This design comes from an exercise in tuning for small area and a short achievable clock period on the open sky130 flow, not from production work.
The RTL was checked by simulation tests, not by an equivalence proof against the original design.

==> design/flow/design.v <==
module muxN
 #(parameter bits = 16,size = 2,set=1)
 (input logic [size-1:0] [bits-1:0] DI,input logic [set-1:0] sel,output logic [bits-1:0] DO);
 assign DO = DI[sel];
 endmodule
module muxflags (input logic [5:0] DI,input logic [2:0] sel,output logic DO);
assign DO = DI[sel];
endmodule
module register 
 #(parameter bits = 6)
 (input logic [bits-1:0]  D,input logic clk,rst,hlt,output logic [bits-1:0] Q);
 always_ff @ (posedge clk,posedge rst) begin
	 if (rst) Q <= 'b0;
	 else if (hlt) Q <= D;
 end
endmodule
module reg_file
 #(parameter bits = 16,N = 3)
 (input logic [N-1:0] RA1,RA2,WA3,input logic WE3,LWE,input logic [N-1:0] LWA,input logic [bits-1:0] LWD,
  input logic clk,rst,input logic [bits-1:0] WD3,output logic [bits-1:0] RD1,RD2);
 logic [bits-1:0] sram [2**N-1:0];
 always_ff @ (posedge clk,posedge rst) begin
	 if (rst) begin
		 for (int i = 0; i < 2**N; i++) sram[i] <= 'b0;
	 end
	 else if (LWE) sram[LWA] <= LWD;
	 else if (WE3) sram[WA3] <= WD3;
 end
 assign RD1 = sram[RA1];
 assign RD2 = sram[RA2];
endmodule
module extension
#(parameter inp_bits = 6)
(input logic [inp_bits-1:0] DI,output logic [2*inp_bits-1:0] DO);
always_comb begin
	DO = 'b0;
	case(DI[inp_bits-1])
		1: begin 
			DO[inp_bits-1:0] = DI;
			DO[2*inp_bits-1:inp_bits] = 'b11111111;
		end
		0: begin
			DO[inp_bits-1:0] = DI;
			DO[2*inp_bits-1:inp_bits] = 'b0;
		 end
		default: DO = 'b0;
	endcase
end
endmodule
module alu16
 #(parameter control_alu = 5)
 (input logic [15:0] a,b,pc,input logic sel_pc,input logic [control_alu-1:0] func,input logic [5:0] flagsin,output logic [5:0] flagsout,output logic [15:0] y);
 logic sub,co,lsl,shz,s_add,s_log,s_rev,s_sh;
 logic [15:0] sum,lg,ra,bx;
 logic [3:0] tt;
 logic [16:0] sin,sr;
 assign sub = (func == 5'd1);
 assign bx = sub ? ~b : b;
 assign {co,sum} = a + bx + (sub ^ flagsin[3]);
 always_comb
	case (func)
		5'd5: tt = 4'b0101;    
		5'd6: tt = 4'b1110;    
		5'd7: tt = 4'b1000;    
		5'd8: tt = 4'b0001;    
		5'd9: tt = 4'b0111;    
		5'd10: tt = 4'b0110;   
		5'd11: tt = 4'b1001;   
		default: tt = 4'b0000;
	endcase
 always_comb
	for (int i = 0; i < 16; i++) lg[i] = tt[{a[i],b[i]}];
 assign lsl = (func == 5'd13);
 always_comb
	for (int i = 0; i < 16; i++) ra[i] = a[15-i];
 assign sin = lsl ? {ra,1'b0} : {1'b0,a};
 assign shz = |b[15:5];
 assign sr = shz ? 17'b0 : sin >> b[4:0];
 assign s_add = (func == 5'd0) | sub;
 assign s_rev = (func == 5'd12);
 assign s_sh = lsl | (func == 5'd14) | (func == 5'd15);
 always_comb begin
	logic [15:0] shy;
	for (int i = 0; i < 16; i++) shy[i] = lsl ? sr[16-i] : sr[i];
	flagsout = 'b0;
	if (sel_pc) y = pc + {14'b0,1'b1,flagsin[3]};
	else y = ({16{s_add}} & sum) | lg | ({16{s_rev}} & {b[7:0],b[15:8]}) | ({16{s_sh}} & shy);
	flagsout[4] = (func == 5'd0) ? co : (sub & ~co);
	flagsout[3] = lsl & sr[0];
	flagsout[5] = (func == 5'd17) & (a == 16'd2);
	flagsout[1] = (func == 5'd17) & (a > 16'd2);
	flagsout[0] = (func == 5'd17) & (a < 16'd2);
 end
endmodule
module control_unit
 #(parameter FLAGS_size = 6)
 (input logic [6:0] opcode,input logic clk,state_flag_bit,init,
 output logic wrmem,ioe,intreq,decodeinstr,we3,rst,hlt,wrpc,prefix,jump,ch,ret,wrflags,seladdr,
 output logic [FLAGS_size-1:0] Jcc,output logic [4:0] func,output logic [3:0] stwr,
 output logic [1:0] spc_a,output logic [2:0] spc_b,output logic [2:0] state);
 typedef enum logic [5:0] {LDW = 6'b0,STW,MOV,
			HLT,RST,INT,IN,OUT,CH,RET,
			ADD,SUB,MUL,DIV,
			MVN,OR,AND,ORN,ANDN,EOR,EON,LSL,
			LSR,ASR,REV,
			J,JZ,JNZ,JC,JNC,JO,JNO,JP,JNP,JG,JL,JNG,JNL,CMP,MOD} instr;
	typedef enum logic [4:0] {ADD_OP = 5'b0,SUB_OP,MUL_OP,DIV_OP,MOD_OP,
			MVN_OP,OR_OP,AND_OP,ORN_OP,ANDN_OP,EOR_OP,EON_OP,REV_OP,
			LSL_OP,LSR_OP,ASR_OP,
			NOP_OP,CMP_OP} alu;
 typedef enum logic {r=1'b0,i} prefx;
 instr command;
 prefx ext;
 assign {command,ext} = opcode;
 always_ff @(posedge clk,posedge init) begin
	if (init) begin
		func <= NOP_OP;
		wrmem <= 0;
		ioe <= 0;
		intreq <= 0;
		decodeinstr <= 1; 
		stwr <= 'b0;
		we3 <= 0;
		rst <= 1;
		wrpc <= 0;
		prefix <= 0;
		jump <= 0;
		ch <= 0;
		hlt <= 0;
		ret <= 0;
		spc_a <= 'b0;
		spc_b <= 'b0;
		wrflags <= 0;
		Jcc <= 'b0;
		seladdr <= 0;
		state <= 0;
	end
	else begin
		if (hlt) state <= state;
		else begin 
			hlt <= 0;
			state <= state + 3'b001;
		end
		case(state)
			0: begin  
				func <= NOP_OP;
				wrmem <= 0;
				ioe <= 0;
				intreq <= 0;
				decodeinstr <= 1;
				stwr <= 'b0;
				we3 <= 0;
				rst <= 0;
				wrpc <= 0; 
				prefix <= 0;
				jump <= 0;
				ch <= 0;
				hlt <= 0;
				ret <= 0;
				spc_a <= 'b0;
				spc_b <= 'b0;
				wrflags <= 0;
				Jcc <= 'b0;
				seladdr <= 0;
			   end
			 1: begin  
				spc_a <= 1;
				spc_b <= 2;
				func <= ADD_OP;
				decodeinstr <= 0;
			   end
			2: begin
				wrpc <= 1;
			  end 
			3: begin  
				case(command)
					LDW: begin  
						seladdr <= 1;
						wrpc <= 0;
						func <= NOP_OP;
					   end
					STW: begin  
						wrpc <= 0;
						func <= NOP_OP;
						seladdr <= 1;
					   end
					 MOV: begin  
						func <= NOP_OP;
						wrpc <= 0;
						we3 <= 1;
						if (ext == r) stwr <= 2;
						else stwr <= 1;
						state <= 0;
					   end
					  RST: begin  
						rst <= 1;
						state <= 0;
					  end
					  HLT: begin  
						hlt <= 1;
						wrpc <= 0;
						state <= 7;
					  end
					  IN: begin  
						wrpc <= 0;
						func <= NOP_OP;
						seladdr <= 1;
					   end
					   OUT: begin  
						wrpc <= 0;
						func <= NOP_OP;
						seladdr <= 1;
					  end
					  INT: begin  
						wrpc <= 0;
						func <= NOP_OP;
						seladdr <= 1;
					   end
					  CH: begin  
						wrpc <= 0;
						ch <= 1;
						if (ext == r) prefix <= 0;
						else prefix <= i;
						jump <= 1;
						stwr <= 0;
					   end
					   RET: begin  
						wrpc <= 0;
						func <= NOP_OP;
						ret <= 1;
						prefix <= 0;
						jump <= 1;
					   end
					   CMP: begin
						   spc_a <=0;
						   func <= CMP_OP;
						   wrflags <= 1;
						   wrpc <= 0;
						   state <= 0;
					     end
					   ADD: begin  
						spc_a <= 0;
						func <= ADD_OP;
						wrflags <= 1;
						wrpc <= 0;
						stwr <= 0;
						we3 <= 1;
						state <= 0;
						if (ext == r) spc_b <= 0;
						else spc_b <= 1;
					    end
					   SUB: begin  
						spc_a <= 0;
						func <= SUB_OP;
						wrflags <= 1;
						wrpc <= 0;
						stwr <= 0;
						we3 <= 1;
						state <= 0;
						if (ext == r) spc_b <= 0;
						else spc_b <= 1;
					    end
					   MUL: begin  
						spc_a <= 0;
						func <= MUL_OP;
						wrflags <= 1;
						wrpc <= 0;
						stwr <= 0;
						we3 <= 1;
						state <= 0;
						if (ext == r) spc_b <= 0;
						else spc_b <= 1;
					    end
					    DIV: begin  
						spc_a <= 0;
						func <= DIV_OP;			
						wrflags <= 1;
						wrpc <= 0;
						stwr <= 0;
						we3 <= 1;
						state <= 0;
						if (ext == r) spc_b <= 0;
						else spc_b <= 1;
					    end
					    MOD: begin  
						spc_a <= 0;
						func <= MOD_OP;
						wrflags <= 1;
						wrpc <= 0;
						stwr <= 0;
						we3 <= 1;
						state <= 0;
						if (ext == r) spc_b <= 0;
						else spc_b <= 1;
					    end
					   MVN: begin  
						spc_a <= 0;
						func <= MVN_OP;
						wrflags <= 1;
						wrpc <= 0;
						stwr <= 0;
						we3 <= 1;
						state <= 0;
						if (ext == r) spc_b <= 0;
						else spc_b <= 1;
					    end
					    OR: begin  
						spc_a <= 0;
						func <= OR_OP;
						wrflags <= 1;
						wrpc <= 0;
						stwr <= 0;
						we3 <= 1;
						state <= 0;
						if (ext == r) spc_b <= 0;
						else spc_b <= 1;
					    end
					    AND: begin  
						spc_a <= 0;
						func <= AND_OP;
						wrflags <= 1;
						wrpc <= 0;
						stwr <= 0;
						we3 <= 1;
						state <= 0;
						if (ext == r) spc_b <= 0;
						else spc_b <= 1;
					    end
					   ANDN: begin  
						spc_a <= 0;
						func <= ANDN_OP;
						wrflags <= 1;
						wrpc <= 0;
						stwr <= 0;
						we3 <= 1;
						state <= 0;
						if (ext == r) spc_b <= 0;
						else spc_b <= 1;
					    end
					    ORN: begin  
						spc_a <= 0;
						func <= ORN_OP;
						wrflags <= 1;
						wrpc <= 0;
						stwr <= 0;
						we3 <= 1;
						state <= 0;
						if (ext == r) spc_b <= 0;
						else spc_b <= 1;
					    end
						EOR: begin  
						spc_a <= 0;
						func <= EOR_OP;
						wrflags <= 1;
						wrpc <= 0;
						stwr <= 0;
						we3 <= 1;
						state <= 0;
						if (ext == r) spc_b <= 0;
						else spc_b <= 1;
					    end
					    EON: begin  
						spc_a <= 0;
						func <= EON_OP;
						wrflags <= 1;
						wrpc <= 0;
						stwr <= 0;
						we3 <= 1;
						state <= 0;
						if (ext == r) spc_b <= 0;
						else spc_b <= 1;
					    end
					    REV: begin  
						spc_a <= 0;
						func <= REV_OP;
						wrflags <= 1;
						wrpc <= 0;
						stwr <= 0;
						we3 <= 1;
						state <= 0;
						if (ext == r) spc_b <= 0;
						else spc_b <= 1;
					    end
					    LSL: begin  
						spc_a <= 0;
						func <= LSL_OP;
						wrflags <= 1;
						wrpc <= 0;
						stwr <= 0;
						we3 <= 1;
						state <= 0;
						if (ext == r) spc_b <= 0;
						else spc_b <= 1;
					    end
					    LSR: begin  
						spc_a <= 0;
						func <= LSR_OP;
						wrflags <= 1;
						wrpc <= 0;
						stwr <= 0;
						we3 <= 1;
						state <= 0;
						if (ext == r) spc_b <= 0;
						else spc_b <= 1;
					    end
					    ASR: begin  
						spc_a <= 0;
						func <= ASR_OP;
						wrflags <= 1;
						wrpc <= 0;
						stwr <= 0;
						we3 <= 1;
						state <= 0;
						if (ext == r) spc_b <= 0;
						else spc_b <= 1;
					    end
					    J: begin  
						if (ext == r) prefix <= 0;
						else prefix <= 1;
						jump <= 1;
						func <= NOP_OP;
						end
						JZ: begin  
						if (ext == r) prefix <= 0;
						else prefix <= 1;
						Jcc <= 5;
						jump <= 1;
						func <= NOP_OP;
						wrpc <= 0;
						end
						JNZ: begin  
						if (ext == r) prefix <= 0;
						else prefix <= 1;
						Jcc <= 5;
						jump <= 1;
						func <= NOP_OP;
						wrpc <= 0;
						end
						JC: begin  
						if (ext == r) prefix <= 0;
						else prefix <= 1;
						Jcc <= 3;
						jump <= 1;
						func <= NOP_OP;
						wrpc <= 0;
						end
						JNC: begin  
						if (ext == r) prefix <= 0;
						else prefix <= 1;
						Jcc <= 3;
						jump <= 1;
						func <= NOP_OP;
						wrpc <= 0;
						end
						JO: begin  
						if (ext == r) prefix <= 0;
						else prefix <= 1;
						Jcc <= 4;
						jump <= 1;
						func <= NOP_OP;
						wrpc <= 0;
						end
						JNO: begin  
						if (ext == r) prefix <= 0;
						else prefix <= 1;
						Jcc <= 4;
						jump <= 1;
						func <= NOP_OP;
						wrpc <= 0;
						end
						JP: begin  
						if (ext == r) prefix <= 0;
						else prefix <= 1;
						Jcc <= 2;
						jump <= 1;
						func <= NOP_OP;
						wrpc <= 0;
						end
						JNP: begin  
						if (ext == r) prefix <= 0;
						else prefix <= 1;
						Jcc <= 2;
						jump <= 1;
						func <= NOP_OP;
						wrpc <= 0;
						end
						JG: begin  
						if (ext == r) prefix <= 0;
						else prefix <= 1;
						Jcc <= 1;
						jump <= 1;
						func <= NOP_OP;
						wrpc <= 0;
						end
						JL: begin  
						if (ext == r) prefix <= 0;
						else prefix <= 1;
						Jcc <= 0;
						jump <= 1;
						func <= NOP_OP;
						wrpc <= 0;
						end
						JNG: begin  
						if (ext == r) prefix <= 0;
						else prefix <= 1;
						Jcc <= 1;
						jump <= 1;
						func <= NOP_OP;
						wrpc <= 0;
						end
						JNL: begin  
						if (ext == r) prefix <= 0;
						else prefix <= 1;
						Jcc <= 0;
						jump <= 1;
						func <= NOP_OP;
						wrpc <= 0;
						end
					    default: state <= 0;
				endcase
			   end
			4: begin  
				case(command)
					LDW: begin  
						stwr <= 3;
						we3 <= 1;
						seladdr <= 0;
						state <= 0;
					   end
					STW: begin  
						wrmem <= 1;
						state <= 0;
					   end
					IN: begin  
							ioe <= 1;
					end
					OUT: begin  
							ioe <= 1;
							state <= 0;
					end
					INT: begin  
							intreq <= 1;
							state <= 0;
					end
					CH: begin  
						we3 <= 1;
						ch <= 0;
					 end
					RET: begin  
						wrpc <= 1;
						state <= 0;
					end
					JZ: begin  
						state <= 0;
						wrpc <= state_flag_bit;
					end
					JNZ: begin  
						state <= 0;
						wrpc <= ~state_flag_bit;
					end
					JC: begin  
						state <= 0;
						wrpc <= state_flag_bit;
					end
					JNC: begin  
						state <= 0;
						wrpc <= ~state_flag_bit;
					end
					JO: begin  
						state <= 0;
						wrpc <= state_flag_bit;
					end
					JNO: begin  
						state <= 0;
						wrpc <= ~state_flag_bit;
					end
					JP: begin  
						state <= 0;
						wrpc <= state_flag_bit;
					end
					JNP: begin  
						state <= 0;
						wrpc <= ~state_flag_bit;
					end
					JG: begin  
						state <= 0;
						wrpc <= state_flag_bit;
					end
					JL: begin  
						state <= 0;
						wrpc <= state_flag_bit;
					end
					JNG: begin  
						state <= 0;
						wrpc <= ~state_flag_bit;
					end
					JNL: begin  
						state <= 0;
						wrpc <= ~state_flag_bit;
					end				
				endcase
			end
			    5: begin  
					if(command == CH) begin
						wrpc <= 1;
						state <= 0;
					end
					else if(command == IN) begin
						stwr <= 4;
						we3 <= 1;
						state <= 0;
					end
				end 
			endcase	
		end
 end
endmodule
module ERM16_microprocessor (input logic init,clk,input logic [15:0] DI,output logic [15:0] ADDR_BUS,DO,output logic wrmem,ioe,intreq);
logic decodeinstr,we3,rst,hlt,wrpc,prefix,jump,ch,ret,wrflags,seladdr,state_flag_bit;
logic [5:0] Jcc;
logic [4:0] func;
logic [3:0] stwr;
logic [1:0] spc_a;
logic [2:0] spc_b;
logic [2:0] state;
logic [6:0] q_ir;
logic [8:0] q_op;
logic [15:0] imm,a,b,Bop,RD1,RD2,WD3,ALUresult,DI_PC,DO_PC;
logic [5:0] flags_in,flags_out;
logic [2:0] A1,A3;
logic lmul,ldiv,lmod,limm,lany,llast,lhold;
logic [15:0] lB;
logic [2:0] ldest;
logic [15:0] lres;
logic lp16;
logic [16:0] acc,lx;
logic [3:0] lqb;
control_unit cb(q_ir,clk,state_flag_bit,init,wrmem,ioe,intreq,decodeinstr,we3,rst,hlt,wrpc,prefix,jump,ch,ret,wrflags,seladdr,Jcc,func,stwr,spc_a,spc_b,state);
always_ff @(posedge clk)
	{q_ir,q_op} <= DI;
assign imm = {4'b0,{6{q_op[5]}},q_op[5:0]};
assign A1 = ret ? 3'b111 : q_op[8:6];
assign A3 = ch ? 3'b111 : q_op[8:6];
always_comb
	case (stwr[2:0])
		3'd0: WD3 = ALUresult;
		3'd1: WD3 = imm;
		3'd2: WD3 = b;
		3'd3: WD3 = a;
		default: WD3 = DI;
	endcase
reg_file regfile(A1,q_op[5:3],A3,we3,llast,ldest,lres,clk,rst,WD3,RD1,RD2);
always_ff @(posedge clk,posedge rst)
	if (rst) {lmul,ldiv,lmod,limm} <= 4'b0;
	else if (state == 3'd3) begin
		lmul <= q_ir[6:1] == 6'd12;
		ldiv <= q_ir[6:1] == 6'd13;
		lmod <= q_ir[6:1] == 6'd39;
		limm <= q_ir[0] & ((q_ir[6:1] == 6'd12) | (q_ir[6:1] == 6'd13) | (q_ir[6:1] == 6'd39));
	end
	else limm <= 1'b0;
assign lany = lmul | ldiv | lmod;
assign llast = lany & (state == 3'd3);
assign lhold = lany & (state != 3'd3);
always_ff @(posedge clk)
	if (state == 3'd0) ldest <= q_op[8:6];
assign lB = limm ? imm : b;
always_ff @(posedge clk)
	if (lhold) a <= {a[11:0],lqb};
	else a <= (llast & (A1 == ldest)) ? lres : RD1;
always_ff @(posedge clk)
	if (lhold) b <= lB;
	else b <= (llast & (q_op[5:3] == ldest)) ? lres : RD2;
assign Bop = spc_b[0] ? imm : b;
alu16 ALU(a,Bop,DO_PC,spc_a[0],func,flags_out,flags_in,ALUresult);
always_comb begin
	logic [16:0] x,addend,s;
	logic co;
	lx = acc;
	for (int k = 3; k >= 0; k--) begin
		x = {lx[15:0],lmul ? 1'b0 : a[12+k]};
		addend = lmul ? {1'b0,lB & {16{a[12+k]}}} : {1'b1,~lB};
		{co,s} = {1'b0,x} + {1'b0,addend} + {17'b0,~lmul};
		lqb[k] = co;
		lx = (lmul | co) ? s : x;
	end
end
always_ff @(posedge clk)
	acc <= (state == 3'd3) ? 17'b0 : lx;
assign lres = (lmul | lmod) ? lx[15:0] : {a[11:0],lqb};
assign lp16 = lx[16];
logic f5,f4,f3,f1,f0;
always_ff @(posedge clk,posedge rst)
	if (rst) {f5,f3,f1,f0} <= 4'b0;
	else if (wrflags) {f5,f3,f1,f0} <= {flags_in[5],flags_in[3],flags_in[1:0]};
always_ff @(posedge clk,posedge rst)
	if (rst) f4 <= 1'b0;
	else if (wrflags) f4 <= flags_in[4];
	else if (llast & lmul) f4 <= lp16;
assign flags_out = {f5,f4,f3,1'b0,f1,f0};
assign state_flag_bit = flags_out[Jcc[2:0]];
assign DI_PC = jump ? (prefix ? imm : a) : ALUresult;
always_ff @(posedge clk,posedge rst)
	if (rst) DO_PC <= 16'b0;
	else if (wrpc & (jump | (state != 3'd0))) DO_PC <= DI_PC;
always_ff @(posedge clk,posedge rst)
	if (rst) ADDR_BUS <= 16'b0;
	else if (~hlt) ADDR_BUS <= seladdr ? b : DO_PC;
always_ff @(posedge clk)
	DO <= a;
endmodule
==> design/flow/run.sh <==
#!/bin/bash
# synth_recipe.tcl (not shown) runs the flow's synth.tcl, then flattens the netlist and writes it again
# the make line also repeats each setting of config.mk as NAME=value (left out here)
make -C /OpenROAD-flow-scripts/flow DESIGN_CONFIG=/design/flow/config.mk WORK_HOME=/design/flow/orfs CLKGATE_MAP_FILE= SYNTH_SCRIPT=/design/flow/synth_recipe.tcl finish
==> design/flow/config.mk <==
export PLATFORM = sky130hd
export DESIGN_NAME = ERM16_microprocessor
export DESIGN_NICKNAME = ERM16_microprocessor
export VERILOG_FILES = /design/flow/design.v
export SDC_FILE = /design/flow/constraint.sdc
export NUM_CORES = 4
export LEC_CHECK = 0
export ABC_AREA = 1
export CAP_MARGIN = 20
export CORE_MARGIN = 2
export CORE_UTILIZATION = 40
export SLEW_MARGIN = 20
==> design/flow/constraint.sdc <==
create_clock -name core_clock -period 30.0 [get_ports {clk}]
set_input_delay 6.0000 -clock core_clock [delete_from_list [all_inputs] [get_ports {clk}]]
set_output_delay 6.0000 -clock core_clock [all_outputs]
set_load 0.01 [all_outputs]
==> results.sh, run 1 <==
export IMPL_status="complete, no violations"
export IMPL_slowest_delay_ns=0.90
export IMPL_worst_setup_path_endpoint="regfile.sram[3][1]"
export IMPL_clkSlewWorstSetupHoldPaths_ns=0.07
export IMPL_grt_start_max_net_pins=82
export IMPL_drt_first_pass_iters=6
export IMPL_grt_first_pass_wirelength_mm=138.0
export IMPL_grt_pass1_vias=22030
export IMPL_met3WireLength_mm=10.36
export IMPL_globalplace_congestion=1.021
export IMPL_max_cap_violations=0
export IMPL_netlist_instances=3357
export IMPL_multi_input_area_um2=13600
export IMPL_fillers=5804
export IMPL_min_delay_path_class="reg2async"
export IMPL_synthMostInstantiatedCell="nand2_1"
export IMPL_post_route_drc_count=0
export IMPL_synth_adder_area_share_pct=5.528
export IMPL_synth_async_reset_ratio_pct=70.46
export IMPL_cp_required_ns=30.39
export IMPL_yosysWarningCount=5
export IMPL_ys_top_cells_by_area="dfrtp_1 22%, nand2_1 14%, dfxtp_1 7.1%"
export IMPL_critical_path_top_cell_by_count="inv_1"
export IMPL_post_drt_via_cell_ratio=5.893
export IMPL_worst_path_max_fanout=27
export IMPL_timing_hold_violations_final=0
export IMPL_synth_compound_area_share_pct=21.66
export IMPL_worst_hold_slack_ns=0.2965
export IMPL_synth_edf_count=3
export IMPL_synth_top_flop_cell="dfrtp_1"
export IMPL_unrepaired_setup_endpoints_after_global_routing="false"
export IMPL_synthesized_area_um2=22410
export IMPL_timing_setup_tns_ns=0
export IMPL_cts_resized_gates=0
export IMPL_worst_r2r_startpoint="a[15]"
export IMPL_worstSetupStartpointType="register"
export IMPL_start_util_pct=40.59
export IMPL_cp_class="reg2reg"
export IMPL_reg2reg_to="regfile.sram[3][1]"
export IMPL_clockRootBuffer="clkbuf_16"
export IMPL_place_detailed_hpwl_mm=68.98
export IMPL_worst_ep_arrival_time_ns=11.72
export IMPL_synth_area_mux_share_pct=0.2289
export IMPL_worst_rel_slew_slack_pct=30.93
export IMPL_synth_simple_area_share_pct=30.41
export IMPL_gr_total_overflow=0
export IMPL_detail_route_iter0_violations=3527
export IMPL_yosysTopAreaCell="dfrtp_1"
export IMPL_synth_yosys_seq_area_share_pct=29.67
export IMPL_setup_reg_to_reg_worst_slack_ns=18.67
export IMPL_grt_use_total_pct=31.69
export IMPL_die_area_um2=57920
export IMPL_vias=24370
export IMPL_tightest_slew_ns=1.010
export IMPL_proportion_of_layout_cells_with_a_drive_suffix_above_1_pct=6.436
export IMPL_clock_latency_ns=0.55
export IMPL_netlist_cell_type_count=71
export IMPL_final_period_utilization_pct=37.76
export IMPL_worstSetupStartpoint="a[15]"
export IMPL_setup_violations_final=0
export IMPL_area_growth_synth_to_final_pct=10.75
export IMPL_die_x_um=240.7
export IMPL_fin_nets=3474
export IMPL_yosys_area_top_type_share_pct=21.89
export IMPL_wl_per_cell_um=22.51
export IMPL_worst_path_max_delay_cell="dfxtp_1"
export IMPL_cts_htree_levels=2
export IMPL_finish_utilization_pct=44.95
export IMPL_core_area_um2=55200
export IMPL_clkSinkCount=281
export IMPL_yosys_register_bits=281
export IMPL_top_cell_types_by_occurrence_after_synthesis="862 x nand2_1, 396 x inv_1, 290 x o21ai_0"
export IMPL_postCtsSetupRepairBufs=0
export IMPL_highest_signal_layer="met5"
export IMPL_cts_tree="done"
export IMPL_finalClockSkew_ns=0.03392
export IMPL_synth_top_family_by_area="simple AND/OR/NAND/NOR gates"
export IMPL_route_final_wire_length_mm=93.10
export IMPL_die_height_um=240.7
export IMPL_regArea_um2=6650
export IMPL_drv_slew=0
export IMPL_numPortBuffers=52
export IMPL_antenna_violations_before_repair=2
export IMPL_routed_wl_met2_mm=38.86
export IMPL_fmax_ghz=0.08827
export IMPL_clock_path_buffers=3
export IMPL_wl_met1_mm=39.90
export IMPL_syn_avg_cell_area_um2=6.675
export IMPL_ioPinCount=53
export IMPL_tritoncts_num_buffers=34
export IMPL_period_needed_ns=11.33
export IMPL_antenna_violating_nets_post_route=0
export IMPL_endpoint_kind="register"
export IMPL_synth_xor_area_share_pct=2.580
export IMPL_placement_rows=86
export IMPL_post_cts_hold_buffer_count=0
export IMPL_reg2regPathDepth=61
export IMPL_synth_fp_nets=3468
## cells by family after synthesis
kind of cell    after synthesis
compound gates              845
xor+xnor                     66
fa+ha+maj                    93
buf+inv                     550
flops                       281
mux                           5
simple gates               1517
## registers in the layout, indices dropped and copies added (netlist names), 3 cells and up
| register | count |
|---|---|
| regfile.sram | 128 |
| ADDR_BUS | 16 |
| DO | 16 |
| DO_PC | 16 |
| a | 16 |
| acc | 16 |
| b | 16 |
| q_op | 9 |
| q_ir | 7 |
| cb.func | 5 |
| cb.Jcc | 3 |
| cb.state | 3 |
| cb.stwr | 3 |
| ldest | 3 |
## worst min-delay path by stage
stage                                to  depth (start not counted)  slack, ns  startpoint
global route        regfile.sram[7][15]                          1       0.34      cb.rst
finish              regfile.sram[7][15]                          1       0.30      cb.rst
detailed placement   regfile.sram[6][4]                          1       0.31      cb.rst
global placement     regfile.sram[7][4]                          1       0.30      cb.rst
CTS                 regfile.sram[7][15]                          1       0.30      cb.rst
floorplan                        DO[14]                          0       0.35       a[14]
## critical path, delay by kind of cell (launching register included)
kind	cells	cell delay, ns
adders and majority gates	5	1.87
AOI/OAI and AO/OA	18	3.38
xor gates and xnor gates	1	0.05
DFF	1	0.90
and+or+nand+nor	26	3.25
buffers and inverters	11	1.65
## cell usage in the layout, fill, tap and decap left out, drive strengths merged, types with 22 or more instances in the layout
| cell | synthesis | final |
|---|---|---|
| nor3 | 36 | 36 |
| dfxtp | 80 | 80 |
| a221oi | 35 | 35 |
| nand2 | 890 | 890 |
| clkdlybuf4s50 | 0 | 52 |
| ha | 83 | 83 |
| xor2 | 44 | 44 |
| inv | 405 | 407 |
| nand3 | 270 | 270 |
| nor2 | 235 | 235 |
| nand4 | 55 | 55 |
| dfrtp | 196 | 196 |
| clkbuf | 96 | 47 |
| buf | 30 | 51 |
| xnor2 | 22 | 22 |
| a21oi | 285 | 285 |
| o21ai | 333 | 333 |
| o22ai | 57 | 57 |
## layout make-up
cell class	instances	area share, %
clock buffers	47	3.993
diodes	1	0.01008
inverters	417	6.338
clock inverters	13	0.6454
repair buffers	103	3.640
well taps	748	3.772
multi-input cells	2526	54.80
flip-flops and latches	281	26.80
## stage by stage
| step | worst slack, ns | cell area [um^2] | std cells |
|---|---|---|---|
| 3_5_place_dp | 18.89 | 23660 | 4075 |
| 3_3_place_gp | 19.05 | 23660 | 4075 |
| 4_1_cts | 18.85 | 24810 | 4135 |
| 2_1_floorplan | 20.47 | 22410 | 3357 |
| 5_1_grt | 17.54 | 24810 | 4135 |
| 6_report | 18.67 | 24820 | 4136 |
## metal layers
metal	vias to the layer above	track usage, %
li1	11340	-
met1	11360	44.76
met2	1421	47.42
met3	246	6.371
met4	2	12.23
met5	-	0
==> inputs of run 2 (changes only) <==
--- a/design/flow/design.v
+++ b/design/flow/design.v
@@ -18,4 +18,3 @@
  #(parameter bits = 16,N = 3)
- (input logic [N-1:0] RA1,RA2,WA3,input logic WE3,LWE,input logic [N-1:0] LWA,input logic [bits-1:0] LWD,
-  input logic clk,rst,input logic [bits-1:0] WD3,output logic [bits-1:0] RD1,RD2);
+ (input logic [N-1:0] RA1,RA2,WA3,input logic WE3,clk,rst,input logic [bits-1:0] WD3,output logic [bits-1:0] RD1,RD2);
  logic [bits-1:0] sram [2**N-1:0];
@@ -25,3 +24,2 @@
 	 end
-	 else if (LWE) sram[LWA] <= LWD;
 	 else if (WE3) sram[WA3] <= WD3;
@@ -632,2 +630,3 @@
 logic [15:0] lB;
+logic [17:0] lB3;
 logic [2:0] ldest;
@@ -642,5 +641,6 @@
 assign A1 = ret ? 3'b111 : q_op[8:6];
-assign A3 = ch ? 3'b111 : q_op[8:6];
+assign A3 = llast ? ldest : ch ? 3'b111 : q_op[8:6];
 always_comb
-	case (stwr[2:0])
+	if (llast) WD3 = lres;
+	else case (stwr[2:0])
 		3'd0: WD3 = ALUresult;
@@ -651,3 +651,3 @@
 	endcase
-reg_file regfile(A1,q_op[5:3],A3,we3,llast,ldest,lres,clk,rst,WD3,RD1,RD2);
+reg_file regfile(A1,q_op[5:3],A3,we3 | llast,clk,rst,WD3,RD1,RD2);
 always_ff @(posedge clk,posedge rst)
@@ -675,12 +675,39 @@
 alu16 ALU(a,Bop,DO_PC,spc_a[0],func,flags_out,flags_in,ALUresult);
+assign lB3 = {2'b0,lB} + {1'b0,lB,1'b0};
 always_comb begin
-	logic [16:0] x,addend,s;
-	logic co;
+	logic [17:0] t,m,y1;
+	logic [18:0] d1,d2,d3;
 	lx = acc;
-	for (int k = 3; k >= 0; k--) begin
-		x = {lx[15:0],lmul ? 1'b0 : a[12+k]};
-		addend = lmul ? {1'b0,lB & {16{a[12+k]}}} : {1'b1,~lB};
-		{co,s} = {1'b0,x} + {1'b0,addend} + {17'b0,~lmul};
-		lqb[k] = co;
-		lx = (lmul | co) ? s : x;
+	for (int k = 1; k >= 0; k--) begin
+		t = {lx[15:0],lmul ? 2'b00 : a[12+2*k +: 2]};
+		case (a[12+2*k +: 2])
+			2'd0: m = 18'b0;
+			2'd1: m = {2'b0,lB};
+			2'd2: m = {1'b0,lB,1'b0};
+			default: m = lB3;
+		endcase
+		y1 = lmul ? m : ~{2'b0,lB};
+		d1 = {1'b0,t} + {1'b0,y1} + {18'b0,~lmul};
+		d2 = {1'b0,t} - {2'b0,lB,1'b0};
+		d3 = {1'b0,t} - {1'b0,lB3};
+		if (lmul) begin
+			lx = d1[16:0];
+			lqb[2*k +: 2] = 2'd0;
+		end
+		else if (!d3[18]) begin
+			lx = d3[16:0];
+			lqb[2*k +: 2] = 2'd3;
+		end
+		else if (!d2[18]) begin
+			lx = d2[16:0];
+			lqb[2*k +: 2] = 2'd2;
+		end
+		else if (d1[18]) begin
+			lx = d1[16:0];
+			lqb[2*k +: 2] = 2'd1;
+		end
+		else begin
+			lx = t[16:0];
+			lqb[2*k +: 2] = 2'd0;
+		end
 	end
==> results.sh, run 2 <==
export IMPL_finalClockSkew_ns=0.03470
export IMPL_post_drt_via_cell_ratio=6.009
export IMPL_synth_top_flop_cell="dfrtp_1"
export IMPL_detail_route_iter0_violations=4033
export IMPL_antenna_violating_nets_post_route=0
export IMPL_reg2regPathDepth=48
export IMPL_max_cap_violations=0
export IMPL_largest_reg_flops=128
export IMPL_cts_tree="done"
export IMPL_netlist_cell_type_count=74
export IMPL_fmax_ghz=0.09726
export IMPL_yosys_register_bits=281
export IMPL_synthMostInstantiatedCell="nand2_1"
export IMPL_grt_start_max_net_pins=71
export IMPL_area_growth_synth_to_final_pct=10.05
export IMPL_synth_edf_count=3
export IMPL_synth_async_reset_ratio_pct=70.46
export IMPL_antenna_violations_before_repair=3
export IMPL_place_detailed_hpwl_mm=85.56
export IMPL_proportion_of_layout_cells_with_a_drive_suffix_above_1_pct=5.727
export IMPL_post_route_drc_count=0
export IMPL_fin_nets=4075
export IMPL_worst_path_max_delay_cell="a21oi_1"
export IMPL_die_x_um=255.0
export IMPL_status="complete, no violations"
export IMPL_period_needed_ns=10.28
export IMPL_post_placement_worst_setup_slack_ns=20.06
export IMPL_worstSetupStartpoint="limm"
export IMPL_timing_hold_violations_final=0
export IMPL_reg2reg_to="regfile.sram[6][10]"
export IMPL_cp_required_ns=30.51
export IMPL_die_area_um2=65040
export IMPL_netlist_instances=3897
export IMPL_yosysTopAreaCell="dfrtp_1"
export IMPL_postCtsSetupRepairBufs=0
export IMPL_slowest_delay_ns=1.04
export IMPL_tritoncts_num_buffers=34
export IMPL_start_util_pct=40.18
export IMPL_ys_top_cells_by_area="dfrtp_1 19%, nand2_1 16%, ha_1 7.0%"
export IMPL_clock_latency_ns=0.58
export IMPL_drv_slew=0
export IMPL_grt_pass1_vias=25970
export IMPL_tightest_slew_ns=1.257
export IMPL_setup_violations_final=0
export IMPL_vias=28690
export IMPL_placement_rows=92
export IMPL_synthesized_area_um2=25200
export IMPL_insertedDiodeCount=0
export IMPL_yosys_area_top_type_share_pct=19.46
export IMPL_cts_resized_gates=0
export IMPL_place_inst=4714
export IMPL_clkSlewWorstSetupHoldPaths_ns=0.06
export IMPL_synth_yosys_seq_area_share_pct=26.38
export IMPL_yosysWarningCount=5
export IMPL_fin_cells=4775
export IMPL_layout_commonest_cell="nand2_1"
export IMPL_grt_first_pass_wirelength_mm=168.5
export IMPL_top_cell_types_by_occurrence_after_synthesis="1,065 x nand2_1, 392 x inv_1, 339 x a21oi_1"
export IMPL_clockRootBuffer="clkbuf_16"
export IMPL_ioPinCount=53
export IMPL_die_height_um=255.0
export IMPL_globalplace_congestion=1.054
export IMPL_route_final_wire_length_mm=114.6
export IMPL_worst_r2r_startpoint="limm"
export IMPL_drt_first_pass_iters=6
export IMPL_clkSinkCount=281
export IMPL_cp_class="reg2reg"
export IMPL_most_common_layout_cells="1,065 x nand2_1, 391 x inv_1, 339 x a21oi_1, 328 x nand3_1, 296 x nor2_1"
export IMPL_worst_rel_slew_slack_pct=16.17
export IMPL_worst_path_max_fanout=19
export IMPL_timing_setup_tns_ns=0
export IMPL_clock_path_buffers=3
export IMPL_post_cts_hold_buffer_count=0
export IMPL_endpoint_kind="register"
export IMPL_worstSetupStartpointType="register"
export IMPL_synth_fp_nets=4068
export IMPL_grt_use_total_pct=34.64
export IMPL_min_delay_path_class="reg2async"
export IMPL_setup_reg_to_reg_worst_slack_ns=19.72
export IMPL_fillers=6749
export IMPL_worst_setup_path_endpoint="regfile.sram[6][10]"
export IMPL_critical_path_top_cell_by_count="nand2_1"
export IMPL_core_area_um2=62740
export IMPL_unrepaired_setup_endpoints_after_global_routing="false"
export IMPL_wl_per_cell_um=24.00
export IMPL_regMostFlops="regfile.sram"
export IMPL_final_setup_worst_slack_ns=19.72
export IMPL_worst_ep_arrival_time_ns=10.79
export IMPL_final_period_utilization_pct=34.27
export IMPL_numPortBuffers=52
export IMPL_cts_htree_levels=2
export IMPL_gr_total_overflow=0
export IMPL_syn_avg_cell_area_um2=6.468
==> run 2: worst min path at each step <==
stage	start	to	slack, ns	depth (start not counted)
3_5_place_dp	cb.rst	ADDR_BUS[0]	0.31	1
6_report	cb.rst	ADDR_BUS[0]	0.29	1
3_3_place_gp	cb.rst	ADDR_BUS[0]	0.32	1
2_1_floorplan	a[14]	DO[14]	0.35	0
5_1_grt	cb.rst	limm	0.33	1
4_1_cts	cb.rst	limm	0.29	1
==> run 2: final cells by class <==
cell class              instances  area (um^2)  area share, %
clock inverters                11        131.4         0.4737
inverters                     421         1585          5.715
multi-input cells            3060        16390          59.10
repair buffers                106        925.9          3.338
well taps                     846         1059          3.816
clock buffers                  50        993.5          3.582
flip-flops and latches        281         6650          23.98
==> run 2: worst max-delay path: cells and delay by family, from the launching register on <==
family                   cells  cell delay, ns
buffers and inverters        6            1.54
XOR/XNOR                     1            0.32
AO/OA/AOI/OAI               12            3.04
flip-flops                   1            0.61
AND/OR/NAND/NOR             26            3.61
adder cells (fa/ha/maj)      3            1.07
==> run 2: metrics by stage <==
step | cell area (um^2) | utilization (%) | hold WS [ns]
floorplan | 25200 | - | 0.3540
global placement | 26610 | 42.42 | 0.3152
detailed placement | 26610 | 42.42 | 0.3129
CTS | 27740 | 44.21 | 0.2929
global route | 27740 | 44.21 | 0.3272
finish | 27740 | 44.21 | 0.2859
==> run 2: cells by family (layout without fill, tap and decap cells) <==
logic type / count (synthesis) / after routing / synth area share (%)
XOR/XNOR: 100 / 100 / 3.475
AO/OA/AOI/OAI: 906 / 906 / 20.97
adder cells (fa/ha/maj): 153 / 153 / 7.923
flip-flops: 281 / 281 / 26.38
multiplexers: 5 / 5 / 0.1986
buffers and inverters: 556 / 588 / 8.682
AND/OR/NAND/NOR: 1896 / 1896 / 32.37
==> run 2: per-layer routing <==
| layer | share of wire [%] | vias up | GRT usage (%) |
|---|---|---|---|
| met2 | 42 | 1706 | 52.27 |
| met1 | 42 | 13470 | 48.76 |
| met4 | 4.9 | 2 | 15.07 |
| li1 | - | 13200 | - |
| met5 | 0.011 | - | 0 |
| met3 | 11 | 318 | 5.553 |
==> inputs of run 3 (changes only) <==
--- a/design/flow/design.v
+++ b/design/flow/design.v
@@ -20,8 +20,7 @@
  logic [bits-1:0] sram [2**N-1:0];
- always_ff @ (posedge clk,posedge rst) begin
-	 if (rst) begin
-		 for (int i = 0; i < 2**N; i++) sram[i] <= 'b0;
-	 end
-	 else if (WE3) sram[WA3] <= WD3;
- end
+ logic [bits-1:0] wd;
+ assign wd = rst ? {bits{1'b0}} : WD3;
+ always_ff @ (posedge clk)
+	 for (int i = 0; i < 2**N; i++)
+		 if (rst | (WE3 & (WA3 == i))) sram[i] <= wd;
  assign RD1 = sram[RA1];
@@ -653,3 +652,3 @@
 always_ff @(posedge clk,posedge rst)
-	if (rst) {lmul,ldiv,lmod,limm} <= 4'b0;
+	if (rst) {lmul,ldiv,lmod} <= 3'b0;
 	else if (state == 3'd3) begin
@@ -658,5 +657,4 @@
 		lmod <= q_ir[6:1] == 6'd39;
-		limm <= q_ir[0] & ((q_ir[6:1] == 6'd12) | (q_ir[6:1] == 6'd13) | (q_ir[6:1] == 6'd39));
 	end
-	else limm <= 1'b0;
+assign limm = (state == 3'd3) & q_ir[0] & ((q_ir[6:1] == 6'd12) | (q_ir[6:1] == 6'd13) | (q_ir[6:1] == 6'd39));
 assign lany = lmul | ldiv | lmod;
@@ -666,3 +664,3 @@
 	if (state == 3'd0) ldest <= q_op[8:6];
-assign lB = limm ? imm : b;
+assign lB = b;
 always_ff @(posedge clk)
@@ -671,4 +669,4 @@
 always_ff @(posedge clk)
-	if (lhold) b <= lB;
-	else b <= (llast & (q_op[5:3] == ldest)) ? lres : RD2;
+	if (limm) b <= {4'b0,{6{DI[5]}},DI[5:0]};
+	else if (~lhold) b <= (llast & (q_op[5:3] == ldest)) ? lres : RD2;
 assign Bop = spc_b[0] ? imm : b;
==> design/flow/flow/run.sh (new file) <==
#!/bin/bash
set -euo pipefail
export SETUP_SLACK_MARGIN=22.5
bash standard.sh > standard.log 2>&1
==> design/flow/standard.sh (new file) <==
#!/bin/bash
# synth_recipe.tcl (not shown) runs the flow's synth.tcl, then flattens the netlist and writes it again
# the make line also repeats each setting of config.mk as NAME=value (left out here)
make -C /OpenROAD-flow-scripts/flow DESIGN_CONFIG=/design/flow/config.mk WORK_HOME=/design/flow/orfs CLKGATE_MAP_FILE= SYNTH_SCRIPT=/design/flow/synth_recipe.tcl "${@:-finish}"
--- a/design/flow/config.mk
+++ b/design/flow/config.mk
@@ -10,3 +10,3 @@
 export CORE_MARGIN = 2
-export CORE_UTILIZATION = 40
+export CORE_UTILIZATION = 50
 export SLEW_MARGIN = 20
removed: design/flow/run.sh
==> results.sh, run 3 <==
export IMPL_worst_path_max_fanout=2
export IMPL_slowest_delay_ns=0.56
export IMPL_final_setup_worst_slack_ns=22.53
export IMPL_cp_class="reg2out"
export IMPL_ys_top_cells_by_area="edfxtp_1 18%, nand2_1 12%, ha_1 7.4%"
export IMPL_tightest_slew_ns=1.262
export IMPL_die_x_um=221.9
export IMPL_synth_async_reset_ratio_pct=24.64
export IMPL_grt_pass1_vias=24690
export IMPL_timing_hold_violations_final=0
export IMPL_grt_met3_use_pct=9.382
export IMPL_area_growth_synth_to_final_pct=16.86
export IMPL_fmax_ghz=0.1339
export IMPL_drt_first_pass_iters=7
export IMPL_synthMostInstantiatedCell="nand2_1"
export IMPL_core_area_um2=46750
export IMPL_most_common_layout_cells="733 x nand2_1, 372 x inv_1, 326 x a21oi_1, 241 x o21ai_0, 232 x nor2_1"
export IMPL_route_final_wire_length_mm=105.8
export IMPL_gr_usage_met2_pct=62.83
export IMPL_cts_htree_levels=2
export IMPL_worst_path_max_delay_cell="clkdlybuf4s50_1"
export IMPL_min_delay_path_class="reg2async"
export IMPL_ioPinCount=53
export IMPL_reg2regPathDepth=52
export IMPL_place_detailed_hpwl_mm=78.52
export IMPL_start_util_pct=50.77
export IMPL_gr_max_usage_layer="met2"
export IMPL_timing_setup_tns_ns=0
export IMPL_clkSlewWorstSetupHoldPaths_ns=0.06
export IMPL_worst_hold_slack_ns=0.3124
export IMPL_grt_start_max_net_pins=80
export IMPL_yosys_register_bits=280
export IMPL_post_cts_hold_buffer_count=0
export IMPL_endpoint_kind="primary output"
export IMPL_cp_required_ns=24.00
export IMPL_setup_violations_final=0
export IMPL_numPortBuffers=52
export IMPL_yosysWarningCount=5
export IMPL_gr_total_overflow=0
export IMPL_grt_use_total_pct=41.20
export IMPL_cp_depth=1
export IMPL_yosys_area_top_type_share_pct=18.09
export IMPL_worstSetupStartpointType="register"
export IMPL_globalplace_congestion=1.056
export IMPL_top_cell_types_by_occurrence_after_synthesis="768 x nand2_1, 389 x inv_1, 348 x a21oi_1"
export IMPL_worst_ep_arrival_time_ns=1.47
export IMPL_antenna_violating_nets_post_route=0
export IMPL_synth_top_flop_cell="edfxtp_1"
export IMPL_clock_latency_ns=0.60
export IMPL_synth_fp_nets=3553
export IMPL_wl_per_cell_um=25.65
export IMPL_cpLargestDelayFamily="buffers and inverters"
export IMPL_clockRootBuffer="clkbuf_16"
export IMPL_cts_tree="done"
export IMPL_crit_chain="clkdlybuf4s50_1"
export IMPL_final_period_utilization_pct=24.90
export IMPL_post_route_drc_count=0
export IMPL_vias=26890
export IMPL_status="complete, no violations"
export IMPL_fin_nets=3662
export IMPL_die_area_um2=49240
export IMPL_timing_critical_path_buf_inv=1
export IMPL_netlist_cell_type_count=69
export IMPL_max_cap_violations=0
export IMPL_grt_first_pass_wirelength_mm=153.8
export IMPL_synth_edf_count=143
export IMPL_post_placement_worst_setup_slack_ns=20.93
export IMPL_layout_commonest_cell="nand2_1"
export IMPL_proportion_of_layout_cells_with_a_drive_suffix_above_1_pct=11.46
export IMPL_tritoncts_num_buffers=34
export IMPL_antenna_violations_before_repair=2
export IMPL_worst_rel_slew_slack_pct=15.78
export IMPL_placement_rows=79
export IMPL_clock_path_buffers=3
export IMPL_yosysTopAreaCell="edfxtp_1"
export IMPL_regMostFlops="regfile.sram"
export IMPL_clkSinkCount=280
export IMPL_detail_route_iter0_violations=4230
export IMPL_finish_utilization_pct=59.33
export IMPL_largest_reg_flops=128
export IMPL_netlist_instances=3384
export IMPL_die_height_um=221.9
export IMPL_gr_usage_met1_pct=54.12
export IMPL_synth_yosys_seq_area_share_pct=31.11
export IMPL_post_drt_via_cell_ratio=6.516
export IMPL_finalClockSkew_ns=0.03346
export IMPL_drv_slew=0
export IMPL_synthesized_area_um2=23740
export IMPL_unrepaired_setup_endpoints_after_global_routing="true"
export IMPL_period_needed_ns=7.471
export IMPL_syn_avg_cell_area_um2=7.015
-- run 3: cell count changes after synthesis, sizes merged, moves of 12 or more --
cell,before,now
a221oi,34,50
buf,54,24
dfrtp,196,67
dfxtp,80,68
edfxtp,3,143
nand2,1086,782
nand3,344,238
nor2,309,238
o21ai,271,286
o221ai,12,29
o22ai,89,50
or2,36,24
xor2,77,65
-- run 3: per-stage QoR --
stage	instances	cell area, um^2
6_report	4126	27740
3_5_place_dp	3981	24950
5_1_grt	4124	27740
3_3_place_gp	3981	24940
4_1_cts	4071	26660
2_1_floorplan	3384	23740
-- run 3: timing repair --
| item | 4_1_cts | 5_1_grt |
|---|---|---|
| gates resized for setup | 66 | 165 |
| endpoints found under the setup margin | 176 | 189 |
| pin swaps | 10 | 79 |
| setup buffers | 29 | 51 |
| cloned | 1 | 2 |
-- run 3: path summary, 6_finish.rpt --
path	start	end	slack, ns
hold reg to reg	cb.rst	ldiv	0.31
hold / removal	cb.rst	ldiv	0.31
setup reg to reg	b[4]	regfile.sram[0][10]	22.60
setup / recovery	ADDR_BUS[7]	ADDR_BUS[7]	22.53
max in group asynchronous	init	cb.func[4]	23.83
min in group core_clock	cb.wrpc	cb.wrpc	0.49
-- run 3: kinds of logic (layout without fill, tap and decap cells) --
group,after synthesis,count (layout),share of synthesized area (%)
AND/OR/NAND/NOR,1394,1397,25.25
AO/OA/AOI/OAI,943,943,23.39
buffers and inverters,522,652,8.386
flip-flops,280,280,31.11
adder cells (fa/ha/maj),151,151,8.307
XOR/XNOR,91,91,3.436
multiplexers,3,3,0.1265
other,0,2,0
-- run 3: cell type report --
type	count	area [um^2]
Clock buffer	43	915.9
Multi-Input combinational cell	2585	15240
Tap cell	607	759.5
Timing Repair Buffer	181	1590
Sequential cell	280	7386
Antenna cell	2	5.005
Clock inverter	17	260.3
Inverter	411	1587
Fill cell	4456	19010
-- run 3: per-layer routing --
metal  vias up  part of all wire, %
met2      1859                   43
met5         -                0.013
met1     12620                   39
met4         2                  6.6
li1      11990                    -
met3       418                   12
==> inputs of run 4 (changes only) <==
==> design/flow/flow/run.sh (replaced) <==
#!/bin/bash
# Layout: the standard flow (standard.sh: the standard synthesis, then ORFS
# floorplan, placement, CTS, routing and finish), unchanged except for two
# ORFS settings:
#  - SETUP_SLACK_MARGIN: repair_timing aims for this setup slack (ns)
#    instead of 0, so it works on the critical paths;
set -euo pipefail
export SETUP_SLACK_MARGIN=22.5
export BUFFER_PORTS_ARGS="-buffer_cell sky130_fd_sc_hd__buf_2"
bash standard.sh > standard.log 2>&1
==> results.sh, run 4 <==
export IMPL_fin_nets=3659
export IMPL_synthesized_area_um2=23740
export IMPL_slowest_delay_ns=0.88
export IMPL_numPortBuffers=52
export IMPL_core_area_um2=46750
export IMPL_finalClockSkew_ns=0.02468
export IMPL_place_detailed_hpwl_mm=78.57
export IMPL_worst_hold_path_endpoint="cb.wrpc"
export IMPL_fmax_ghz=0.1352
export IMPL_largest_reg_flops=128
export IMPL_drv_slew=0
export IMPL_die_x_um=221.9
export IMPL_antenna_violating_nets_post_route=0
export IMPL_post_drt_via_cell_ratio=6.512
export IMPL_synth_top_flop_cell="edfxtp_1"
export IMPL_worstSetupStartpointType="register"
export IMPL_period_needed_ns=7.396
export IMPL_multi_input_area_um2=15280
export IMPL_synth_fp_nets=3553
export IMPL_tightest_slew_ns=1.147
export IMPL_top_cell_types_by_occurrence_after_synthesis="768 x nand2_1, 389 x inv_1, 348 x a21oi_1"
export IMPL_die_height_um=221.9
export IMPL_yosysWarningCount=5
export IMPL_endpoint_kind="register"
export IMPL_ioPinCount=53
export IMPL_cp_class="reg2reg"
export IMPL_cts_tree="done"
export IMPL_most_common_layout_cells="742 x nand2_1, 372 x inv_1, 325 x a21oi_1, 241 x o21ai_0, 231 x nor2_1"
export IMPL_netlist_cell_type_count=69
export IMPL_fillers=4455
export IMPL_min_delay_path_class="reg2reg"
export IMPL_reg2regPathDepth=38
export IMPL_route_final_wire_length_mm=104.9
export IMPL_worst_hold_slack_ns=0.4872
export IMPL_hold_path_depth=2
export IMPL_worst_r2r_startpoint="a[14]"
export IMPL_final_setup_worst_slack_ns=22.60
export IMPL_regMostFlops="regfile.sram"
export IMPL_area_growth_synth_to_final_pct=15.34
export IMPL_synth_edf_count=143
export IMPL_drt_first_pass_iters=6
export IMPL_grt_first_pass_wirelength_mm=152.0
export IMPL_wl_per_cell_um=25.44
export IMPL_setup_reg_to_reg_worst_slack_ns=22.60
export IMPL_cts_htree_levels=2
export IMPL_post_cts_hold_buffer_count=0
export IMPL_yosys_area_top_type_share_pct=18.09
export IMPL_layout_commonest_cell="nand2_1"
export IMPL_antenna_violations_before_repair=3
export IMPL_place_inst=3976
export IMPL_vias=26860
export IMPL_max_cap_violations=0
export IMPL_synth_yosys_seq_area_share_pct=31.11
export IMPL_min_from="cb.wrpc"
export IMPL_finish_utilization_pct=58.57
export IMPL_setup_violations_final=0
export IMPL_worst_path_max_delay_cell="dfxtp_1"
export IMPL_fin_cells=4124
export IMPL_start_util_pct=50.77
export IMPL_synth_async_reset_ratio_pct=24.64
export IMPL_grt_pass1_vias=24120
export IMPL_detail_route_iter0_violations=3950
export IMPL_ys_top_cells_by_area="edfxtp_1 18%, nand2_1 12%, ha_1 7.4%"
export IMPL_grt_use_total_pct=40.59
export IMPL_timing_hold_violations_final=0
export IMPL_globalplace_congestion=1.052
export IMPL_post_placement_worst_setup_slack_ns=20.88
export IMPL_unrepaired_setup_endpoints_after_global_routing="false"
export IMPL_reg2reg_to="regfile.sram[7][10]"
export IMPL_placement_rows=79
export IMPL_critical_path_top_cell_by_count="nand2_1"
export IMPL_worst_path_max_fanout=26
export IMPL_regArea_um2=7386
export IMPL_syn_avg_cell_area_um2=7.015
export IMPL_worst_rel_slew_slack_pct=23.51
export IMPL_proportion_of_layout_cells_with_a_drive_suffix_above_1_pct=12.68
export IMPL_clkSinkCount=280
export IMPL_tritoncts_num_buffers=34
export IMPL_cp_required_ns=30.29
export IMPL_die_area_um2=49240
export IMPL_clockRootBuffer="clkbuf_16"
export IMPL_yosys_register_bits=280
export IMPL_clock_latency_ns=0.56
export IMPL_clkSlewWorstSetupHoldPaths_ns=0.06
export IMPL_status="complete, no violations"
export IMPL_post_route_drc_count=0
export IMPL_grt_start_max_net_pins=62
export IMPL_timing_setup_tns_ns=0
export IMPL_final_period_utilization_pct=24.65
export IMPL_netlist_instances=3384
export IMPL_yosysTopAreaCell="edfxtp_1"
export IMPL_worst_ep_arrival_time_ns=7.69
export IMPL_gr_total_overflow=0
export IMPL_synthMostInstantiatedCell="nand2_1"
export IMPL_clock_path_buffers=3
## run 4: final cells by class
type,instances,share of cell area [%]
tap,607,2.774
timing repair buffer,177,4.666
antenna,1,0.009139
inverter,411,5.744
clock buffer,44,3.281
multi-input combinational,2586,55.82
clock inverter,18,0.7311
sequential,280,26.97
## run 4: what timing repair did
item / in CTS / in global routing
setup buffers: 21 / 59
resized for setup: 49 / 160
pin swaps: 7 / 54
cloned: 1 / 4
endpoints found under the setup margin: 176 / 176
## run 4: per-layer routing
layer	up-vias	global-route usage, %	share of wire, %
li1	11980	-	-
met1	12540	54.27	39
met2	1937	61.88	43
met3	399	8.097	12
met4	2	21.95	6.7
met5	-	0	0.012
## run 4: cells by family after synthesis
| kind of cell | count (synthesis) | synth area share [%] |
|---|---|---|
| buf+inv | 522 | 8.386 |
| simple gates | 1394 | 25.25 |
| fa+ha+maj | 151 | 8.307 |
| flops | 280 | 31.11 |
| compound gates | 943 | 23.39 |
| xor+xnor | 91 | 3.436 |
| mux | 3 | 0.1265 |
## run 4: how the worst max path moves through the flow
stage	from	to	slack, ns	cells after the start
CTS	b[2]	regfile.sram[1][10]	22.50	50
finish	a[14]	regfile.sram[7][10]	22.60	38
detailed placement	b[0]	regfile.sram[7][12]	20.88	45
floorplan	b[2]	regfile.sram[0][15]	23.23	50
global route	b[1]	regfile.sram[3][1]	22.33	45
global placement	b[0]	regfile.sram[0][12]	21.10	45
## run 4: worst max-delay path, delay by kind of cell (launching register included)
| kind | cells | cell delay [ns] |
|---|---|---|
| flip-flops | 1 | 0.88 |
| AND/OR/NAND/NOR | 21 | 2.58 |
| adder cells (fa/ha/maj) | 2 | 0.64 |
| buffers and inverters | 7 | 1.15 |
| AO/OA/AOI/OAI | 8 | 1.86 |
## run 4: metrics by stage
stage / cell area (um^2)
global route: 27380
CTS: 26120
floorplan: 23740
finish: 27380
detailed placement: 24650
global placement: 24650
==> inputs of run 5 (changes only) <==
--- a/design/flow/config.mk
+++ b/design/flow/config.mk
@@ -11,2 +11,3 @@
 export CORE_UTILIZATION = 50
+export PLACE_DENSITY = 0.75
 export SLEW_MARGIN = 20
==> results.sh, run 5 <==
export IMPL_worst_path_max_delay_cell="edfxtp_1"
export IMPL_worstSetupStartpoint="b[3]"
export IMPL_endpoint_kind="register"
export IMPL_syn_avg_cell_area_um2=7.015
export IMPL_ys_top_cells_by_area="edfxtp_1 18%, nand2_1 12%, ha_1 7.4%"
export IMPL_largest_reg_flops=128
export IMPL_globalplace_congestion=1.098
export IMPL_worst_ep_arrival_time_ns=7.88
export IMPL_drt_first_pass_iters=8
export IMPL_synth_async_reset_ratio_pct=24.64
export IMPL_final_period_utilization_pct=24.75
export IMPL_area_growth_synth_to_final_pct=14.08
export IMPL_synth_xor_area_share_pct=3.436
export IMPL_highest_signal_layer="met5"
export IMPL_timing_critical_path_buf_inv=11
export IMPL_fmax_ghz=0.1347
export IMPL_synth_area_mux_share_pct=0.1265
export IMPL_place_detailed_hpwl_mm=76.94
export IMPL_synth_fp_nets=3553
export IMPL_grt_use_total_pct=40.27
export IMPL_start_util_pct=50.77
export IMPL_routed_wl_met2_mm=42.05
export IMPL_synthMostInstantiatedCell="nand2_1"
export IMPL_synth_edf_count=143
export IMPL_yosysWarningCount=5
export IMPL_cp_required_ns=30.45
export IMPL_ioPinCount=53
export IMPL_setup_violations_final=0
export IMPL_unrepaired_setup_endpoints_after_global_routing="true"
export IMPL_synth_simple_area_share_pct=25.25
export IMPL_gr_total_overflow=0
export IMPL_clockRootBuffer="clkbuf_16"
export IMPL_cts_htree_levels=1
export IMPL_yosys_register_bits=280
export IMPL_post_route_drc_count=0
export IMPL_tritoncts_num_buffers=31
export IMPL_synthesized_area_um2=23740
export IMPL_worst_rel_slew_slack_pct=24.47
export IMPL_die_area_um2=49240
export IMPL_layout_commonest_cell="nand2_1"
export IMPL_period_needed_ns=7.425
export IMPL_route_final_wire_length_mm=104.3
export IMPL_numPortBuffers=52
export IMPL_drv_slew=0
export IMPL_tightest_slew_ns=1.132
export IMPL_top_cell_types_by_occurrence_after_synthesis="768 x nand2_1, 389 x inv_1, 348 x a21oi_1"
export IMPL_cpLargestDelayFamily="simple AND/OR/NAND/NOR gates"
export IMPL_cts_tree="done"
export IMPL_die_height_um=221.9
export IMPL_antenna_violations_before_repair=12
export IMPL_proportion_of_layout_cells_with_a_drive_suffix_above_1_pct=12.23
export IMPL_worst_r2r_startpoint="b[3]"
export IMPL_post_cts_hold_buffer_count=0
export IMPL_finalClockSkew_ns=0.02312
export IMPL_grt_pass1_vias=23890
export IMPL_synth_compound_area_share_pct=23.39
export IMPL_synth_top_flop_cell="edfxtp_1"
export IMPL_yosys_area_top_type_share_pct=18.09
export IMPL_wl_met1_mm=38.22
export IMPL_slowest_delay_ns=0.41
export IMPL_most_common_layout_cells="747 x nand2_1, 375 x inv_1, 324 x a21oi_1, 240 x o21ai_0, 232 x nor2_1"
export IMPL_grt_first_pass_wirelength_mm=150.7
export IMPL_netlist_instances=3384
export IMPL_netlist_cell_type_count=69
export IMPL_clock_path_buffers=3
export IMPL_core_area_um2=46750
export IMPL_worstSetupStartpointType="register"
export IMPL_die_x_um=221.9
export IMPL_detail_route_iter0_violations=4781
export IMPL_finish_utilization_pct=57.93
export IMPL_fin_nets=3659
export IMPL_post_drt_via_cell_ratio=6.514
export IMPL_yosysTopAreaCell="edfxtp_1"
export IMPL_clkSlewWorstSetupHoldPaths_ns=0.07
export IMPL_max_cap_violations=0
export IMPL_synth_yosys_seq_area_share_pct=31.11
export IMPL_critical_path_top_cell_by_count="nand2_1"
export IMPL_placement_rows=79
export IMPL_min_delay_path_class="reg2async"
export IMPL_grt_start_max_net_pins=81
export IMPL_clock_latency_ns=0.62
export IMPL_timing_setup_tns_ns=0
export IMPL_synth_adder_area_share_pct=8.307
export IMPL_clkSinkCount=280
export IMPL_vias=26890
export IMPL_regMostFlops="regfile.sram"
export IMPL_wl_per_cell_um=25.27
export IMPL_status="complete, no violations"
export IMPL_cp_class="reg2reg"
export IMPL_worst_path_max_fanout=8
export IMPL_antenna_violating_nets_post_route=0
export IMPL_synth_top_family_by_area="simple AND/OR/NAND/NOR gates"
export IMPL_met3WireLength_mm=15.66
export IMPL_timing_hold_violations_final=0
-- run 5: cell counts after synthesis --
Identical to the previous run, type by type.
-- run 5: logic make-up (layout without fill, tap and decap cells) --
group	count (synthesis)	count (layout)
and+or+nand+nor	1394	1397
adders and majority gates	151	151
DFF	280	280
muxes	3	3
other	0	6
xor gates and xnor gates	91	91
buffers and inverters	522	650
AOI/OAI and AO/OA	943	943
-- run 5: what timing repair did --
item,CTS,global route
gates resized for setup,46,142
setup endpoints to repair,176,176
cloned,1,3
pin swaps,5,58
setup buffers,17,57
-- run 5: path summary, 6_finish.rpt --
path                       slack, ns  cells past startpoint                  to
max                            22.57                     49  regfile.sram[5][3]
min                             0.46                      1                lmul
max reg2reg                    22.57                     49  regfile.sram[5][3]
min reg2reg                     0.46                      1                lmul
max in group asynchronous      24.23                      3              cb.rst
min in group core_clock         0.50                      2              cb.ioe
-- run 5: cell type report --
cell class | instances | area, um^2
flip-flops and latches | 280 | 7386
well taps | 607 | 759.5
multi-input cells | 2585 | 15100
repair buffers | 181 | 1277
fillers | 4460 | 19670
diodes | 6 | 15.01
inverters | 411 | 1582
clock buffers | 36 | 825.8
clock inverters | 22 | 136.4
-- run 5: through the flow --
| stage | cells | instance area, um^2 | setup slack [ns] | hold WS (ns) |
|---|---|---|---|---|
| after global routing | 4123 | 27070 | 22.34 | 0.4816 |
| after global placement | 3986 | 24720 | 21.55 | 0.4400 |
| final | 4128 | 27080 | 22.57 | 0.4638 |
| after CTS | 4062 | 26020 | 22.51 | 0.4475 |
| after detailed placement | 3986 | 24720 | 21.41 | 0.4475 |
| after floorplan | 3384 | 23740 | 23.23 | 0.3540 |
-- run 5: per-layer routing --
metal,track usage (%),vias to the layer above
met5,0,-
met2,57.85,2171
li1,-,12000
met1,52.98,12200
met4,24.87,2
met3,12.11,516

## separate check: timing with driven ports
Ports are ideal in the flow. The routed layouts listed here were re-timed in OpenROAD.
Step 1, drivers: a clkbuf_16 drives clk and a buf_2 each remaining input, both assumed.
Step 2 moves the port delays by t, midway between the first and last clock arrival at a register: inputs arrive t later, outputs are due t later. That takes back most of the time a late clock gives input paths.
a / b / c = ideal ports / drivers / drivers and shift; a / b = the first two.
| run | t (ns) | setup slack, ns | worst hold slack (ns) | cell pins on the clock port's net |
|---|---|---|---|---|
| run 1 | 0.595 | 18.671 / 18.671 / 18.671 | 0.296 / 0.296 / 0.296 | 1 |
| run 2 | 0.623 | 19.719 / 19.719 / 19.719 | 0.286 / 0.286 / 0.286 | 1 |
| run 3 | 0.635 | 22.529 / 22.472 / 22.074 | 0.312 / 0.312 / 0.312 | 1 |
| run 4 | 0.611 | 22.604 / 22.604 / 22.604 | 0.487 / 0.487 / 0.487 | 1 |
| run 5 | 0.671 | 22.575 / 22.575 / 22.575 | 0.464 / 0.464 / 0.464 | 1 |
After both steps every run listed still meets setup and hold. The setup slack of run 3, which loses most, moves by -0.057 ns with the drivers and by -0.455 ns with both steps.
